What follows belongs to an exercise in optimizing a design on an open flow for small area; a production flow would make more cautious choices.
In this exercise RTL edits were held to simulation tests only and were not proved equivalent to the original.

==> 10-15: inputs <==
// acdma_top
module acdma_top (
  input  logic         clk,
  input  logic         rst,
  input  logic [127:0] data_in,
  output logic [127:0] decoded_out
);
Settings: LEC_CHECK=0, CAP_MARGIN=20, CORE_MARGIN=2, CORE_UTILIZATION=70, PLACE_DENSITY=0.8, SLEW_MARGIN=20, SYNTH_HIERARCHICAL=1, SYNTH_MINIMUM_KEEP_SIZE=0; clock period 4.0 ns.
standard.sh (not shown) runs the stock make flow with config.mk's settings and CLKGATE_MAP_FILE= SYNTH_SCRIPT=/design/flow/synth_recipe.tcl, a recipe that flattens the netlist after the stock synthesis.
==> flow/flow/run.sh <==
#!/bin/bash
# The standard layout, with the smallest buffer on every input and output port
# instead of the flow's default choice, and clock tree synthesis without dummy
# loads and with smaller clock buffers, then downsizing of gates off the
# critical paths after global routing (power recovery).  make's output goes to flow_make.log.
set -euo pipefail
export BUFFER_PORTS_ARGS="-buffer_cell sky130_fd_sc_hd__buf_1"
export CTS_ARGS="-sink_clustering_enable -repair_clock_nets -dont_use_dummy_load -buf_list {sky130_fd_sc_hd__clkbuf_8} -sink_clustering_size 20 -sink_clustering_max_diameter 60"
export RECOVER_POWER=100
bash standard.sh > flow_make.log 2>&1
==> 07-19 (differences from 10-15) <==
--- a/flow/design.v
+++ b/flow/design.v
@@ -332,224 +332,224 @@
     xd <= ys;
   end
   wire [4:0] xlo = xl;
   logic [7:0] sl, sh;
   logic clr_lo, clr_hi;
   assign clr_lo = (ph == 4'd4) | (ph == 4'd5);
   always_comb begin
     case (ph)
-      4'd0: sl = 8'he1;
-      4'd1: sl = 8'he1;
+      4'd0: sl = 8'haa;
+      4'd1: sl = 8'h55;
       4'd2: sl = 8'h00;
       4'd3: sl = 8'h00;
-      4'd4: sl = 8'h63;
-      4'd5: sl = 8'h63;
-      4'd6: sl = 8'hc9;
-      4'd7: sl = 8'hc9;
-      4'd8: sl = 8'hb4;
-      4'd9: sl = 8'hb4;
-      4'd10: sl = 8'h55;
-      4'd11: sl = 8'h55;
-      4'd12: sl = 8'h9c;
-      4'd13: sl = 8'h9c;
-      4'd14: sl = 8'hc9;
-      4'd15: sl = 8'hc9;
+      4'd4: sl = 8'h5a;
+      4'd5: sl = 8'hb4;
+      4'd6: sl = 8'he1;
+      4'd7: sl = 8'hc3;
+      4'd8: sl = 8'ha5;
+      4'd9: sl = 8'h4b;
+      4'd10: sl = 8'h1e;
+      4'd11: sl = 8'h3c;
+      4'd12: sl = 8'h99;
+      4'd13: sl = 8'h33;
+      4'd14: sl = 8'h66;
+      4'd15: sl = 8'hcc;
       default: sl = 8'h00;
     endcase
   end
   always_ff @(posedge clk) begin
     sh <= sl;
     clr_hi <= clr_lo;
   end
   logic [4:0] klo [0:7];
   logic [6:0] khi [0:7];
-  assign klo[0] = ph[0] ? 5'h1c : 5'h14;
-  assign khi[0] = ph[0] ? 7'h3 : 7'h7f;
-  assign klo[1] = ph[0] ? 5'h18 : 5'h18;
+  assign klo[0] = ph[0] ? 5'h1c : 5'h1c;
+  assign khi[0] = ph[0] ? 7'h7f : 7'h7f;
+  assign klo[1] = ph[0] ? 5'h1c : 5'h1c;
   assign khi[1] = ph[0] ? 7'h7f : 7'h7f;
-  assign klo[2] = ph[0] ? 5'h18 : 5'h18;
-  assign khi[2] = ph[0] ? 7'h7f : 7'h7f;
-  assign klo[3] = ph[0] ? 5'h18 : 5'h18;
-  assign khi[3] = ph[0] ? 7'h7f : 7'h7f;
-  assign klo[4] = ph[0] ? 5'h18 : 5'h18;
+  assign klo[2] = ph[0] ? 5'h1c : 5'h18;
+  assign khi[2] = ph[0] ? 7'h3 : 7'h7f;
+  assign klo[3] = ph[0] ? 5'h0 : 5'h1c;
+  assign khi[3] = ph[0] ? 7'h7f : 7'h0;
+  assign klo[4] = ph[0] ? 5'h1c : 5'h1c;
   assign khi[4] = ph[0] ? 7'h7f : 7'h7f;
-  assign klo[5] = ph[0] ? 5'h18 : 5'h18;
+  assign klo[5] = ph[0] ? 5'h1c : 5'h1c;
   assign khi[5] = ph[0] ? 7'h7f : 7'h7f;
-  assign klo[6] = ph[0] ? 5'h18 : 5'h18;
+  assign klo[6] = ph[0] ? 5'h1c : 5'h1c;
   assign khi[6] = ph[0] ? 7'h7f : 7'h7f;
-  assign klo[7] = ph[0] ? 5'h18 : 5'h18;
+  assign klo[7] = ph[0] ? 5'h1c : 5'h1c;
   assign khi[7] = ph[0] ? 7'h7f : 7'h7f;
   logic [11:0] ring [0:15];
   logic [7:0]  cy;
-  wire [4:0] la0 = ~(clr_lo ? klo[0] : ring[0][4:0]);
+  wire [4:0] la0 = clr_lo ? klo[0] : ring[0][4:0];
   wire [4:0] lb0 = xlo ^ {5{sl[0]}};
   wire [5:0] lc0;
   wire [4:0] ls0;
   assign lc0[0] = 1'b0;
   ha2 ul0_0 (.a(la0[0]), .b(lb0[0]), .s(ls0[0]), .co(lc0[1]));
   fa3 ul0_1 (.a(la0[1]), .b(lb0[1]), .c(lc0[1]), .s(ls0[1]), .co(lc0[2]));
   fa3 ul0_2 (.a(la0[2]), .b(lb0[2]), .c(lc0[2]), .s(ls0[2]), .co(lc0[3]));
   fa3 ul0_3 (.a(la0[3]), .b(lb0[3]), .c(lc0[3]), .s(ls0[3]), .co(lc0[4]));
   fa3 ul0_4 (.a(la0[4]), .b(lb0[4]), .c(lc0[4]), .s(ls0[4]), .co(lc0[5]));
-  wire [6:0] ha0 = ~(clr_hi ? khi[0] : ring[1][11:5]);
+  wire [6:0] ha0 = clr_hi ? khi[0] : ring[1][11:5];
   wire [6:0] hb0 = xd ^ {7{sh[0]}};
   wire [6:0] hc0;
   wire [6:0] hs0;
   assign hc0[0] = cy[0];
   fa3 uh0_0 (.a(ha0[0]), .b(hb0[0]), .c(hc0[0]), .s(hs0[0]), .co(hc0[1]));
   fa3 uh0_1 (.a(ha0[1]), .b(hb0[1]), .c(hc0[1]), .s(hs0[1]), .co(hc0[2]));
   fa3 uh0_2 (.a(ha0[2]), .b(hb0[2]), .c(hc0[2]), .s(hs0[2]), .co(hc0[3]));
   fa3 uh0_3 (.a(ha0[3]), .b(hb0[3]), .c(hc0[3]), .s(hs0[3]), .co(hc0[4]));
   fa3 uh0_4 (.a(ha0[4]), .b(hb0[4]), .c(hc0[4]), .s(hs0[4]), .co(hc0[5]));
   fa3 uh0_5 (.a(ha0[5]), .b(hb0[5]), .c(hc0[5]), .s(hs0[5]), .co(hc0[6]));
   assign hs0[6] = ha0[6] ^ hb0[6] ^ hc0[6];
-  wire [4:0] la1 = ~(clr_lo ? klo[1] : ring[2][4:0]);
+  wire [4:0] la1 = clr_lo ? klo[1] : ring[2][4:0];
   wire [4:0] lb1 = xlo ^ {5{sl[1]}};
   wire [5:0] lc1;
   wire [4:0] ls1;
   assign lc1[0] = 1'b0;
   ha2 ul1_0 (.a(la1[0]), .b(lb1[0]), .s(ls1[0]), .co(lc1[1]));
   fa3 ul1_1 (.a(la1[1]), .b(lb1[1]), .c(lc1[1]), .s(ls1[1]), .co(lc1[2]));
   fa3 ul1_2 (.a(la1[2]), .b(lb1[2]), .c(lc1[2]), .s(ls1[2]), .co(lc1[3]));
   fa3 ul1_3 (.a(la1[3]), .b(lb1[3]), .c(lc1[3]), .s(ls1[3]), .co(lc1[4]));
   fa3 ul1_4 (.a(la1[4]), .b(lb1[4]), .c(lc1[4]), .s(ls1[4]), .co(lc1[5]));
-  wire [6:0] ha1 = ~(clr_hi ? khi[1] : ring[3][11:5]);
+  wire [6:0] ha1 = clr_hi ? khi[1] : ring[3][11:5];
   wire [6:0] hb1 = xd ^ {7{sh[1]}};
   wire [6:0] hc1;
   wire [6:0] hs1;
   assign hc1[0] = cy[1];
   fa3 uh1_0 (.a(ha1[0]), .b(hb1[0]), .c(hc1[0]), .s(hs1[0]), .co(hc1[1]));
   fa3 uh1_1 (.a(ha1[1]), .b(hb1[1]), .c(hc1[1]), .s(hs1[1]), .co(hc1[2]));
   fa3 uh1_2 (.a(ha1[2]), .b(hb1[2]), .c(hc1[2]), .s(hs1[2]), .co(hc1[3]));
   fa3 uh1_3 (.a(ha1[3]), .b(hb1[3]), .c(hc1[3]), .s(hs1[3]), .co(hc1[4]));
   fa3 uh1_4 (.a(ha1[4]), .b(hb1[4]), .c(hc1[4]), .s(hs1[4]), .co(hc1[5]));
   fa3 uh1_5 (.a(ha1[5]), .b(hb1[5]), .c(hc1[5]), .s(hs1[5]), .co(hc1[6]));
   assign hs1[6] = ha1[6] ^ hb1[6] ^ hc1[6];
-  wire [4:0] la2 = ~(clr_lo ? klo[2] : ring[4][4:0]);
+  wire [4:0] la2 = clr_lo ? klo[2] : ring[4][4:0];
   wire [4:0] lb2 = xlo ^ {5{sl[2]}};
   wire [5:0] lc2;
   wire [4:0] ls2;
   assign lc2[0] = 1'b0;
   ha2 ul2_0 (.a(la2[0]), .b(lb2[0]), .s(ls2[0]), .co(lc2[1]));
   fa3 ul2_1 (.a(la2[1]), .b(lb2[1]), .c(lc2[1]), .s(ls2[1]), .co(lc2[2]));
   fa3 ul2_2 (.a(la2[2]), .b(lb2[2]), .c(lc2[2]), .s(ls2[2]), .co(lc2[3]));
   fa3 ul2_3 (.a(la2[3]), .b(lb2[3]), .c(lc2[3]), .s(ls2[3]), .co(lc2[4]));
   fa3 ul2_4 (.a(la2[4]), .b(lb2[4]), .c(lc2[4]), .s(ls2[4]), .co(lc2[5]));
-  wire [6:0] ha2 = ~(clr_hi ? khi[2] : ring[5][11:5]);
+  wire [6:0] ha2 = clr_hi ? khi[2] : ring[5][11:5];
   wire [6:0] hb2 = xd ^ {7{sh[2]}};
   wire [6:0] hc2;
   wire [6:0] hs2;
   assign hc2[0] = cy[2];
   fa3 uh2_0 (.a(ha2[0]), .b(hb2[0]), .c(hc2[0]), .s(hs2[0]), .co(hc2[1]));
   fa3 uh2_1 (.a(ha2[1]), .b(hb2[1]), .c(hc2[1]), .s(hs2[1]), .co(hc2[2]));
   fa3 uh2_2 (.a(ha2[2]), .b(hb2[2]), .c(hc2[2]), .s(hs2[2]), .co(hc2[3]));
   fa3 uh2_3 (.a(ha2[3]), .b(hb2[3]), .c(hc2[3]), .s(hs2[3]), .co(hc2[4]));
   fa3 uh2_4 (.a(ha2[4]), .b(hb2[4]), .c(hc2[4]), .s(hs2[4]), .co(hc2[5]));
   fa3 uh2_5 (.a(ha2[5]), .b(hb2[5]), .c(hc2[5]), .s(hs2[5]), .co(hc2[6]));
   assign hs2[6] = ha2[6] ^ hb2[6] ^ hc2[6];
-  wire [4:0] la3 = ~(clr_lo ? klo[3] : ring[6][4:0]);
+  wire [4:0] la3 = clr_lo ? klo[3] : ring[6][4:0];
   wire [4:0] lb3 = xlo ^ {5{sl[3]}};
   wire [5:0] lc3;
   wire [4:0] ls3;
   assign lc3[0] = 1'b0;
   ha2 ul3_0 (.a(la3[0]), .b(lb3[0]), .s(ls3[0]), .co(lc3[1]));
   fa3 ul3_1 (.a(la3[1]), .b(lb3[1]), .c(lc3[1]), .s(ls3[1]), .co(lc3[2]));
   fa3 ul3_2 (.a(la3[2]), .b(lb3[2]), .c(lc3[2]), .s(ls3[2]), .co(lc3[3]));
   fa3 ul3_3 (.a(la3[3]), .b(lb3[3]), .c(lc3[3]), .s(ls3[3]), .co(lc3[4]));
   fa3 ul3_4 (.a(la3[4]), .b(lb3[4]), .c(lc3[4]), .s(ls3[4]), .co(lc3[5]));
-  wire [6:0] ha3 = ~(clr_hi ? khi[3] : ring[7][11:5]);
+  wire [6:0] ha3 = clr_hi ? khi[3] : ring[7][11:5];
   wire [6:0] hb3 = xd ^ {7{sh[3]}};
   wire [6:0] hc3;
   wire [6:0] hs3;
   assign hc3[0] = cy[3];
   fa3 uh3_0 (.a(ha3[0]), .b(hb3[0]), .c(hc3[0]), .s(hs3[0]), .co(hc3[1]));
   fa3 uh3_1 (.a(ha3[1]), .b(hb3[1]), .c(hc3[1]), .s(hs3[1]), .co(hc3[2]));
   fa3 uh3_2 (.a(ha3[2]), .b(hb3[2]), .c(hc3[2]), .s(hs3[2]), .co(hc3[3]));
   fa3 uh3_3 (.a(ha3[3]), .b(hb3[3]), .c(hc3[3]), .s(hs3[3]), .co(hc3[4]));
   fa3 uh3_4 (.a(ha3[4]), .b(hb3[4]), .c(hc3[4]), .s(hs3[4]), .co(hc3[5]));
   fa3 uh3_5 (.a(ha3[5]), .b(hb3[5]), .c(hc3[5]), .s(hs3[5]), .co(hc3[6]));
   assign hs3[6] = ha3[6] ^ hb3[6] ^ hc3[6];
-  wire [4:0] la4 = ~(clr_lo ? klo[4] : ring[8][4:0]);
+  wire [4:0] la4 = clr_lo ? klo[4] : ring[8][4:0];
   wire [4:0] lb4 = xlo ^ {5{sl[4]}};
   wire [5:0] lc4;
   wire [4:0] ls4;
   assign lc4[0] = 1'b0;
   ha2 ul4_0 (.a(la4[0]), .b(lb4[0]), .s(ls4[0]), .co(lc4[1]));
   fa3 ul4_1 (.a(la4[1]), .b(lb4[1]), .c(lc4[1]), .s(ls4[1]), .co(lc4[2]));
   fa3 ul4_2 (.a(la4[2]), .b(lb4[2]), .c(lc4[2]), .s(ls4[2]), .co(lc4[3]));
   fa3 ul4_3 (.a(la4[3]), .b(lb4[3]), .c(lc4[3]), .s(ls4[3]), .co(lc4[4]));
   fa3 ul4_4 (.a(la4[4]), .b(lb4[4]), .c(lc4[4]), .s(ls4[4]), .co(lc4[5]));
-  wire [6:0] ha4 = ~(clr_hi ? khi[4] : ring[9][11:5]);
+  wire [6:0] ha4 = clr_hi ? khi[4] : ring[9][11:5];
   wire [6:0] hb4 = xd ^ {7{sh[4]}};
   wire [6:0] hc4;
   wire [6:0] hs4;
   assign hc4[0] = cy[4];
   fa3 uh4_0 (.a(ha4[0]), .b(hb4[0]), .c(hc4[0]), .s(hs4[0]), .co(hc4[1]));
   fa3 uh4_1 (.a(ha4[1]), .b(hb4[1]), .c(hc4[1]), .s(hs4[1]), .co(hc4[2]));
   fa3 uh4_2 (.a(ha4[2]), .b(hb4[2]), .c(hc4[2]), .s(hs4[2]), .co(hc4[3]));
   fa3 uh4_3 (.a(ha4[3]), .b(hb4[3]), .c(hc4[3]), .s(hs4[3]), .co(hc4[4]));
   fa3 uh4_4 (.a(ha4[4]), .b(hb4[4]), .c(hc4[4]), .s(hs4[4]), .co(hc4[5]));
   fa3 uh4_5 (.a(ha4[5]), .b(hb4[5]), .c(hc4[5]), .s(hs4[5]), .co(hc4[6]));
   assign hs4[6] = ha4[6] ^ hb4[6] ^ hc4[6];
-  wire [4:0] la5 = ~(clr_lo ? klo[5] : ring[10][4:0]);
+  wire [4:0] la5 = clr_lo ? klo[5] : ring[10][4:0];
   wire [4:0] lb5 = xlo ^ {5{sl[5]}};
   wire [5:0] lc5;
   wire [4:0] ls5;
   assign lc5[0] = 1'b0;
   ha2 ul5_0 (.a(la5[0]), .b(lb5[0]), .s(ls5[0]), .co(lc5[1]));
   fa3 ul5_1 (.a(la5[1]), .b(lb5[1]), .c(lc5[1]), .s(ls5[1]), .co(lc5[2]));
   fa3 ul5_2 (.a(la5[2]), .b(lb5[2]), .c(lc5[2]), .s(ls5[2]), .co(lc5[3]));
   fa3 ul5_3 (.a(la5[3]), .b(lb5[3]), .c(lc5[3]), .s(ls5[3]), .co(lc5[4]));
   fa3 ul5_4 (.a(la5[4]), .b(lb5[4]), .c(lc5[4]), .s(ls5[4]), .co(lc5[5]));
-  wire [6:0] ha5 = ~(clr_hi ? khi[5] : ring[11][11:5]);
+  wire [6:0] ha5 = clr_hi ? khi[5] : ring[11][11:5];
   wire [6:0] hb5 = xd ^ {7{sh[5]}};
   wire [6:0] hc5;
   wire [6:0] hs5;
   assign hc5[0] = cy[5];
   fa3 uh5_0 (.a(ha5[0]), .b(hb5[0]), .c(hc5[0]), .s(hs5[0]), .co(hc5[1]));
   fa3 uh5_1 (.a(ha5[1]), .b(hb5[1]), .c(hc5[1]), .s(hs5[1]), .co(hc5[2]));
   fa3 uh5_2 (.a(ha5[2]), .b(hb5[2]), .c(hc5[2]), .s(hs5[2]), .co(hc5[3]));
   fa3 uh5_3 (.a(ha5[3]), .b(hb5[3]), .c(hc5[3]), .s(hs5[3]), .co(hc5[4]));
   fa3 uh5_4 (.a(ha5[4]), .b(hb5[4]), .c(hc5[4]), .s(hs5[4]), .co(hc5[5]));
   fa3 uh5_5 (.a(ha5[5]), .b(hb5[5]), .c(hc5[5]), .s(hs5[5]), .co(hc5[6]));
   assign hs5[6] = ha5[6] ^ hb5[6] ^ hc5[6];
-  wire [4:0] la6 = ~(clr_lo ? klo[6] : ring[12][4:0]);
+  wire [4:0] la6 = clr_lo ? klo[6] : ring[12][4:0];
   wire [4:0] lb6 = xlo ^ {5{sl[6]}};
   wire [5:0] lc6;
   wire [4:0] ls6;
   assign lc6[0] = 1'b0;
   ha2 ul6_0 (.a(la6[0]), .b(lb6[0]), .s(ls6[0]), .co(lc6[1]));
   fa3 ul6_1 (.a(la6[1]), .b(lb6[1]), .c(lc6[1]), .s(ls6[1]), .co(lc6[2]));
   fa3 ul6_2 (.a(la6[2]), .b(lb6[2]), .c(lc6[2]), .s(ls6[2]), .co(lc6[3]));
   fa3 ul6_3 (.a(la6[3]), .b(lb6[3]), .c(lc6[3]), .s(ls6[3]), .co(lc6[4]));
   fa3 ul6_4 (.a(la6[4]), .b(lb6[4]), .c(lc6[4]), .s(ls6[4]), .co(lc6[5]));
-  wire [6:0] ha6 = ~(clr_hi ? khi[6] : ring[13][11:5]);
+  wire [6:0] ha6 = clr_hi ? khi[6] : ring[13][11:5];
   wire [6:0] hb6 = xd ^ {7{sh[6]}};
   wire [6:0] hc6;
   wire [6:0] hs6;
   assign hc6[0] = cy[6];
   fa3 uh6_0 (.a(ha6[0]), .b(hb6[0]), .c(hc6[0]), .s(hs6[0]), .co(hc6[1]));
   fa3 uh6_1 (.a(ha6[1]), .b(hb6[1]), .c(hc6[1]), .s(hs6[1]), .co(hc6[2]));
   fa3 uh6_2 (.a(ha6[2]), .b(hb6[2]), .c(hc6[2]), .s(hs6[2]), .co(hc6[3]));
   fa3 uh6_3 (.a(ha6[3]), .b(hb6[3]), .c(hc6[3]), .s(hs6[3]), .co(hc6[4]));
   fa3 uh6_4 (.a(ha6[4]), .b(hb6[4]), .c(hc6[4]), .s(hs6[4]), .co(hc6[5]));
   fa3 uh6_5 (.a(ha6[5]), .b(hb6[5]), .c(hc6[5]), .s(hs6[5]), .co(hc6[6]));
   assign hs6[6] = ha6[6] ^ hb6[6] ^ hc6[6];
-  wire [4:0] la7 = ~(clr_lo ? klo[7] : ring[14][4:0]);
+  wire [4:0] la7 = clr_lo ? klo[7] : ring[14][4:0];
   wire [4:0] lb7 = xlo ^ {5{sl[7]}};
   wire [5:0] lc7;
   wire [4:0] ls7;
   assign lc7[0] = 1'b0;
   ha2 ul7_0 (.a(la7[0]), .b(lb7[0]), .s(ls7[0]), .co(lc7[1]));
   fa3 ul7_1 (.a(la7[1]), .b(lb7[1]), .c(lc7[1]), .s(ls7[1]), .co(lc7[2]));
   fa3 ul7_2 (.a(la7[2]), .b(lb7[2]), .c(lc7[2]), .s(ls7[2]), .co(lc7[3]));
   fa3 ul7_3 (.a(la7[3]), .b(lb7[3]), .c(lc7[3]), .s(ls7[3]), .co(lc7[4]));
   fa3 ul7_4 (.a(la7[4]), .b(lb7[4]), .c(lc7[4]), .s(ls7[4]), .co(lc7[5]));
-  wire [6:0] ha7 = ~(clr_hi ? khi[7] : ring[15][11:5]);
+  wire [6:0] ha7 = clr_hi ? khi[7] : ring[15][11:5];
   wire [6:0] hb7 = xd ^ {7{sh[7]}};
   wire [6:0] hc7;
   wire [6:0] hs7;
   assign hc7[0] = cy[7];
   fa3 uh7_0 (.a(ha7[0]), .b(hb7[0]), .c(hc7[0]), .s(hs7[0]), .co(hc7[1]));
   fa3 uh7_1 (.a(ha7[1]), .b(hb7[1]), .c(hc7[1]), .s(hs7[1]), .co(hc7[2]));
   fa3 uh7_2 (.a(ha7[2]), .b(hb7[2]), .c(hc7[2]), .s(hs7[2]), .co(hc7[3]));
   fa3 uh7_3 (.a(ha7[3]), .b(hb7[3]), .c(hc7[3]), .s(hs7[3]), .co(hc7[4]));
@@ -579,34 +579,34 @@
     cy[6] <= lc6[5];
     ring[14] <= {hs6, ring[13][4:0]};
     ring[15] <= {ring[14][11:5], ls7};
     cy[7] <= lc7[5];
     ring[0] <= {hs7, ring[15][4:0]};
   end
   logic [0:0] cap [0:7];
   always_ff @(posedge clk) begin
-    cap[0] <= ring[0][4:4];
-    cap[1] <= ring[8][4:4];
-    cap[2] <= ring[4][4:4];
-    cap[3] <= ring[12][4:4];
-    cap[4] <= ring[14][4:4];
-    cap[5] <= ring[10][4:4];
-    cap[6] <= ring[2][4:4];
-    cap[7] <= ring[6][4:4];
+    cap[0] <= ring[4][4:4];
+    cap[1] <= ring[6][4:4];
+    cap[2] <= ring[8][4:4];
+    cap[3] <= ring[10][4:4];
+    cap[4] <= ring[12][4:4];
+    cap[5] <= ring[14][4:4];
+    cap[6] <= ring[0][4:4];
+    cap[7] <= ring[2][4:4];
   end
-  assign decoded_out[7:0] = {ring[1][11:5], cap[0]};
-  assign decoded_out[15:8] = ring[0][11:4];
-  assign decoded_out[23:16] = {ring[9][11:5], cap[1]};
+  assign decoded_out[7:0] = {ring[5][11:5], cap[0]};
+  assign decoded_out[15:8] = ring[6][11:4];
+  assign decoded_out[23:16] = {ring[7][11:5], cap[1]};
   assign decoded_out[31:24] = ring[8][11:4];
-  assign decoded_out[39:32] = {ring[5][11:5], cap[2]};
-  assign decoded_out[47:40] = ring[4][11:4];
-  assign decoded_out[55:48] = {ring[13][11:5], cap[3]};
+  assign decoded_out[39:32] = {ring[9][11:5], cap[2]};
+  assign decoded_out[47:40] = ring[10][11:4];
+  assign decoded_out[55:48] = {ring[11][11:5], cap[3]};
   assign decoded_out[63:56] = ring[12][11:4];
-  assign decoded_out[71:64] = {ring[15][11:5], cap[4]};
+  assign decoded_out[71:64] = {ring[13][11:5], cap[4]};
   assign decoded_out[79:72] = ring[14][11:4];
-  assign decoded_out[87:80] = {ring[11][11:5], cap[5]};
-  assign decoded_out[95:88] = ring[10][11:4];
-  assign decoded_out[103:96] = {ring[3][11:5], cap[6]};
+  assign decoded_out[87:80] = {ring[15][11:5], cap[5]};
+  assign decoded_out[95:88] = ring[0][11:4];
+  assign decoded_out[103:96] = {ring[1][11:5], cap[6]};
   assign decoded_out[111:104] = ring[2][11:4];
-  assign decoded_out[119:112] = {ring[7][11:5], cap[7]};
-  assign decoded_out[127:120] = ring[6][11:4];
+  assign decoded_out[119:112] = {ring[3][11:5], cap[7]};
+  assign decoded_out[127:120] = ring[4][11:4];
 endmodule
==> run_results.csv <==
group,metric,value,unit
status,status,"finished clean",
sta,relSlewSlack,45.0,%
die,row_count,53,
sta,hold_slack,0.286,ns
worst_setup_path,cp.depth,11,
die,core,21100,um^2
worst_setup_path,r2r_cells,11,
the above is filed under 07-19

==> run_results.csv <==
group,metric,value,unit
placement,routabilityCongestion,0.856,
status,status,"finished clean",
sta,relSlewSlack,57.1,%
die,row_count,52,
layout,seq_cells,294,
worst_setup_path,cp.depth,8,
worst_setup_path,r2r_cells,8,
die,core,20400,um^2
sta,hold_slack,0.282,ns
the above is filed under 10-15

==> afterwards: timing with drivers on the ports <==
The flow's constraints put no driver on any port. The routed layouts listed below were extracted and timed again, unchanged, in two steps. Step 1: set_driving_cell puts a clkbuf_16 on clk and a buf_2 on each other input, an assumption about the parent block. Step 2 moves the port delays by t, midway between the first and last clock arrival at a register: inputs arrive t later, outputs are due t later. That takes back most of the time a late clock gives input paths. Three values: no drivers, after step 1, after step 2; two values: the first two.
run	shift t [ns]	setup slack, ns	worst setup path at the end	pins driven straight from the clock port
10-15	0.555	0.250 / 0.250 / 0.231	input to register	1
07-19	0.545	0.209 / 0.209 / 0.205	input to register	1
After both steps setup and hold are still met in every run listed. For 10-15, which loses most, drivers alone change the setup slack by 0.000 ns; drivers and shift together by -0.019 ns.
